This is an optimization exercise on Yosys and OpenROAD, whose aim is small area, not a production implementation. Function was checked by simulation only, so behaviour that the tests miss may differ from the original.

## run F
Design rx_fullsuma_error_top, start of the top module:
module rx_fullsuma_error_top(
	input [31:0] rx_data,
	input rx_clk,
	input reset,
	input trans_en,
	output reg tx_serial,
	output reg led_3c,
	input aligned,
	input [3:0] rx_k
);
==> flow/config.mk <==
export PLATFORM = sky130hd
export DESIGN_NAME = rx_fullsuma_error_top
export DESIGN_NICKNAME = rx_fullsuma_error_top
export VERILOG_FILES = /design/flow/design.v
export SDC_FILE = /design/flow/constraint.sdc
export NUM_CORES = 4
export LEC_CHECK = 0
export CAP_MARGIN = 0
export CORE_MARGIN = 2
export CORE_UTILIZATION = 60
export PLACE_DENSITY = 0.7
export SLEW_MARGIN = 0
export SYNTH_HIERARCHICAL = 1
==> flow/constraint.sdc <==
create_clock -name core_clock -period 7.0 [get_ports {rx_clk}]
set_input_delay 1.4000 -clock core_clock [delete_from_list [all_inputs] [get_ports {rx_clk}]]
set_output_delay 1.4000 -clock core_clock [all_outputs]
set_load 0.01 [all_outputs]
standard.sh (not shown) runs the stock make flow with config.mk's settings and CLKGATE_MAP_FILE= SYNTH_SCRIPT=/design/flow/synth_recipe.tcl, a recipe that flattens the netlist after the stock synthesis.
==> flow/flow/run.sh <==
#!/bin/bash
# The standard layout (standard.sh), with two changes:
# - the port buffers are the smallest buffer cell, buf_1, instead of the resizer's pick;
# - clock tree synthesis clusters sinks more coarsely and adds no dummy loads.
# make's output goes to make_finish.log here; ORFS keeps each step's log under orfs/logs.
set -euo pipefail
bash standard.sh \
  "BUFFER_PORTS_ARGS=-buffer_cell sky130_fd_sc_hd__buf_1" \
  "CTS_ARGS=-sink_clustering_enable -repair_clock_nets -sink_clustering_size 30 -sink_clustering_max_diameter 200 -buf_list sky130_fd_sc_hd__clkbuf_8 -dont_use_dummy_load" \
  finish > make_finish.log 2>&1
Relative to run F, the following input files were edited for run K:
--- a/flow/design.v
+++ b/flow/design.v
@@ -326,64 +326,62 @@
 bx2 u_cwf (.a(cw[4]), .b(cw[15]), .y(cw_fb));
 wire [15:0] cw_sh = {cw[14:0], cw_fb};
 wire [19:0] cw_d;
 generate for (gi = 0; gi < 16; gi = gi + 1) begin : g_cw
 	bsel1 u_c (.set(cw_set), .a(cw_wt), .an(cw_nwt), .x(cw_sh[gi]), .y(crc_upd[gi]), .d(cw_d[gi]));
 end endgenerate
 generate for (gi = 16; gi < 20; gi = gi + 1) begin : g_cwh
 	bor u_c (.a(crc_upd[gi]), .b(cw_set), .y(cw_d[gi]));
 end endgenerate
-wire c3c;
-bx2 u_c3c (.a(up[2]), .b(up[1]), .y(c3c));
-wire tx_val = up[3] ? (f_err ? tot[up[2:0]] : c3c) : ~up[1];
-wire [3:0] up_s;
-wire [2:0] up_c;
-bha u_up0 (.a(up[0]), .b(strobe), .s(up_s[0]), .co(up_c[0]));
-bha u_up1 (.a(up[1]), .b(up_c[0]), .s(up_s[1]), .co(up_c[1]));
-bha u_up2 (.a(up[2]), .b(up_c[1]), .s(up_s[2]), .co(up_c[2]));
-bx2 u_up3 (.a(up[3]), .b(up_c[2]), .y(up_s[3]));
-wire up_idle = up == U_IDLE;
-wire [3:0] up_d = reset ? U_IDLE : up_idle ? (tx_ready ? U_WAIT : U_IDLE) : up_s;
-wire f3_t1;
-bx2 u_f31 (.a(f3[1]), .b(f3[0] & tx_done), .y(f3_t1));
-wire f3_n0 = f3[0] ? ~tx_done : f3[1] ? (st == S_SEND) & ~tx_done : en;
-wire [1:0] f3_d = reset ? 2'b00 : {f3_t1, f3_n0};
+wire tx_val = up[3] ? (f_err ? tot[up[2:0]] : up[2] ^ up[1]) : ~up[1];
 always @(*) begin
 	led_3c = aux | (st != S_RST && st != S_IDLE);
 end
 always @(posedge rx_clk) begin
 	pq <= pq_d;
 	cw <= cw_d;
 	err <= err_d;
 	tot <= tot_d;
 	bc <= bc_d;
-	if (reset)
+	if (reset) begin
+		up <= U_IDLE;
 		tx_serial <= 1'b1;
-	else if (strobe)
-		tx_serial <= tx_val;
-	up <= up_d;
-	f3 <= f3_d;
+	end else begin
+		if (up == U_IDLE)
+			up <= tx_ready ? U_WAIT : U_IDLE;
+		else if (strobe)
+			up <= up + 4'd1;
+		if (strobe)
+			tx_serial <= tx_val;
+	end
 	if (reset) begin
 		st <= S_RST;
 		aux <= 1'b0;
+		f3 <= F_IDLE;
 	end else begin
 		case (st)
 			S_RST: st <= S_IDLE;
 			S_IDLE: if (is_sop) st <= S_PKT;
 			S_PKT, S_PKTA: st <= is_eop ? S_EOP : S_PKT;
 			S_EOP: begin
 				aux <= 1'b1;
 				if (aux) st <= S_WAIT;
 			end
 			S_WAIT: if (wait_done) st <= S_SEND; else if (is_sop) st <= S_PKTA;
 			S_SEND: if (f3 == F_IDLE) st <= S_IDLE;
 			default: st <= S_RST;
 		endcase
+		case (f3)
+			F_IDLE: if (st == S_PKT) f3 <= F_SOP;
+			F_SOP: if (tx_done) f3 <= F_WAIT;
+			F_WAIT: if (st == S_SEND && !tx_done) f3 <= F_ERR;
+			F_ERR: if (tx_done) f3 <= F_IDLE;
+		endcase
 	end
 end
 endmodule
 module bx2(input a, input b, output y);
 	assign y = a ^ b;
 endmodule
 module bxn2(input a, input b, output y);
 	assign y = ~(a ^ b);
 endmodule
Findings:
- Summary of run K over run F: gate count of the mapped netlist saw an increase, worst setup slack lost 0.062 ns, number of design-rule violations left by the first detailed-router iteration went up by 18%.
- Between run F and run K, mapped cell area increased.
- Total routed wirelength: run K > run F

Another version of the RTL of rx_fullsuma_error_top (not shown whole).
For scale: ~490 cells after synthesis, about 62 flip-flops, about 42 I/O pins, roughly 5100 µm² of cells after synthesis.
clock: 7.0 ns
lec_check: 0
cap_margin: 0
core_margin: 2
core_utilization: 60
gpl_routability_driven: 0
gpl_timing_driven: 0
place_density: 0.7
slew_margin: 0
synth_hierarchical: 1
Scripts as last shown in full above: flow/flow/run.sh
Rerun with:
--- a/flow/design.v
+++ b/flow/design.v
@@ -289,27 +289,30 @@
 	band u_e (.a(pc[gi]), .b(cnt_en), .y(err_d[gi]));
 end endgenerate
 wire nclr = st != S_IDLE;
 wire [7:0] tot_s;
 wire [7:0] tc;
 bha u_t0 (.a(tot[0]), .b(err[0]), .s(tot_s[0]), .co(tc[0]));
 generate for (gi = 1; gi < 5; gi = gi + 1) begin : g_tf
 	bfa u_t (.a(tot[gi]), .b(err[gi]), .c(tc[gi - 1]), .s(tot_s[gi]), .co(tc[gi]));
 end endgenerate
 bha u_t5 (.a(tot[5]), .b(tc[4]), .s(tot_s[5]), .co(tc[5]));
 bha u_t6 (.a(tot[6]), .b(tc[5]), .s(tot_s[6]), .co(tc[6]));
 bx2 u_t7 (.a(tot[7]), .b(tc[6]), .y(tot_s[7]));
+wire tot_sh = strobe & f_err & up[3];
+wire tot_keep = nclr & ~tot_sh;
 wire [7:0] tot_d;
+wire [8:0] tot_up = {1'b0, tot};
 generate for (gi = 0; gi < 8; gi = gi + 1) begin : g_tc
-	band u_c (.a(tot_s[gi]), .b(nclr), .y(tot_d[gi]));
+	bsel2 u_c (.a(tot_keep), .x(tot_s[gi]), .b(tot_sh), .y(tot_up[gi + 1]), .d(tot_d[gi]));
 end endgenerate
 localparam [10:0] BC_LOAD = 11'd475;
 localparam [10:0] BCQ_LOAD = BC_LOAD ^ 11'b01010101010;
 wire bc_ld = start | strobe;
 wire nbc_ld = ~bc_ld;
 wire bc_fbn;
 bxn2 u_bcf (.a(bcq[10]), .b(bcq[8]), .y(bc_fbn));
 wire [10:0] bcq_d;
 wire [10:0] bcq_shn = {bcq[9:0], bc_fbn};
 generate for (gi = 0; gi < 11; gi = gi + 1) begin : g_bc
 	if ((BCQ_LOAD >> gi) & 1)
 		bnand u_b (.a(bcq_shn[gi]), .b(nbc_ld), .y(bcq_d[gi]));
@@ -327,25 +330,25 @@
 wire cw_fb;
 bx2 u_cwf (.a(cw[4]), .b(cw[15]), .y(cw_fb));
 wire [15:0] cw_sh = {cw[14:0], cw_fb};
 wire [19:0] cw_d;
 generate for (gi = 0; gi < 16; gi = gi + 1) begin : g_cw
 	bsel1 u_c (.set(cw_set), .a(cw_wt), .an(cw_nwt), .x(cw_sh[gi]), .y(crc_upd[gi]), .d(cw_d[gi]));
 end endgenerate
 generate for (gi = 16; gi < 20; gi = gi + 1) begin : g_cwh
 	bor u_c (.a(crc_upd[gi]), .b(cw_set), .y(cw_d[gi]));
 end endgenerate
 wire c3c;
 bx2 u_c3c (.a(up[2]), .b(up[1]), .y(c3c));
-wire tx_val = up[3] ? (f_err ? tot[up[2:0]] : c3c) : ~up[1];
+wire tx_val = up[3] ? (f_err ? tot[0] : c3c) : ~up[1];
 wire [3:0] up_s;
 wire [2:0] up_c;
 bha u_up0 (.a(up[0]), .b(strobe), .s(up_s[0]), .co(up_c[0]));
 bha u_up1 (.a(up[1]), .b(up_c[0]), .s(up_s[1]), .co(up_c[1]));
 bha u_up2 (.a(up[2]), .b(up_c[1]), .s(up_s[2]), .co(up_c[2]));
 bx2 u_up3 (.a(up[3]), .b(up_c[2]), .y(up_s[3]));
 wire up_idle = up == U_IDLE;
 wire [3:0] up_d = reset ? U_IDLE : up_idle ? (tx_ready ? U_WAIT : U_IDLE) : up_s;
 wire f3_t1;
 bx2 u_f31 (.a(f3[1]), .b(f3[0] & tx_done), .y(f3_t1));
 wire f3_n0 = f3[0] ? ~tx_done : f3[1] ? (st == S_SEND) & ~tx_done : en;
 wire [1:0] f3_d = reset ? 2'b00 : {f3_t1, f3_n0};
@@ -406,24 +409,27 @@
 module bc0n(input d, input on, input s, output x);
 	assign x = d ^ ~(s | on);
 endmodule
 module bc1(input d, input o, input s, output x);
 	assign x = d ^ (s | o);
 endmodule
 module bc0(input d, input o, input ns, output x);
 	assign x = d ^ (ns & o);
 endmodule
 module bcg(input d, input o, input ns, output x);
 	assign x = ns & (d ^ o);
 endmodule
+module bsel2(input a, input x, input b, input y, output d);
+	assign d = (a & x) | (b & y);
+endmodule
 module bnand(input a, input b, output y);
 	assign y = ~(a & b);
 endmodule
 module bnor(input a, input b, output y);
 	assign y = ~(a | b);
 endmodule
 module band(input a, input b, output y);
 	assign y = a & b;
 endmodule
 module bor(input a, input b, output y);
 	assign y = a | b;
 endmodule
Result:
- cell area shrinks by 0.45%
- die area shrinks by 0.50%
- sequential share of layout area rose by 0.10 points
- routed wire length came out lower by about 0.8%
- worst setup slack degrades by 0.15 ns
- maximum frequency is lower by about 2.2%
- clock-buffer cell count does not change
- via count is higher by about 0.8%
- register-to-register slack is worse by 0.17 ns
- non-clock buffer count falls by 1
- global-route usage is lower by 0.13 points
- worst hold slack got worse by 0.0088 ns

-- separate check: timing with driven ports --
The results above use ideal ports. As a check the final layouts listed here were re-extracted and re-timed, cells and wires unchanged.
Step 1 sets driving cells, clkbuf_16 on the clock port and buf_2 on the other inputs (assumed; they add their load-dependent delay and slew).
Step 2 also shifts input and output timing later by t, the mid clock arrival at the registers, as if the neighbouring blocks saw the same clock.
Slacks: ideal ports / drivers / drivers and shift; pairs: ideal ports / drivers.
run | shift t [ns] | setup slack, ns | worst hold slack (ns) | clock arrival spread, ns | worst data-port slew with drivers (ns)
run F | 0.355 | 0.716 / 0.716 / 0.572 | 0.396 / 0.396 / 0.396 | 0.026 / 0.027 | 0.04
run K | 0.363 | 0.654 / 0.654 / 0.526 | 0.400 / 0.400 / 0.400 | 0.019 / 0.020 | 0.04
the first run of note 2 | 0.373 | 0.417 / 0.428 / 0.055 | 0.386 / 0.386 / 0.386 | 0.027 / 0.027 | 0.05
the second run of note 2 | 0.358 | 0.266 / 0.279 / -0.079 | 0.377 / 0.377 / 0.377 | 0.025 / 0.025 | 0.05
With both steps, setup timing fails in the second run of note 2, where it was met with ideal ports. The setup slack of the first run of note 2, which loses most, moves by +0.011 ns with the drivers and by -0.362 ns with both steps.
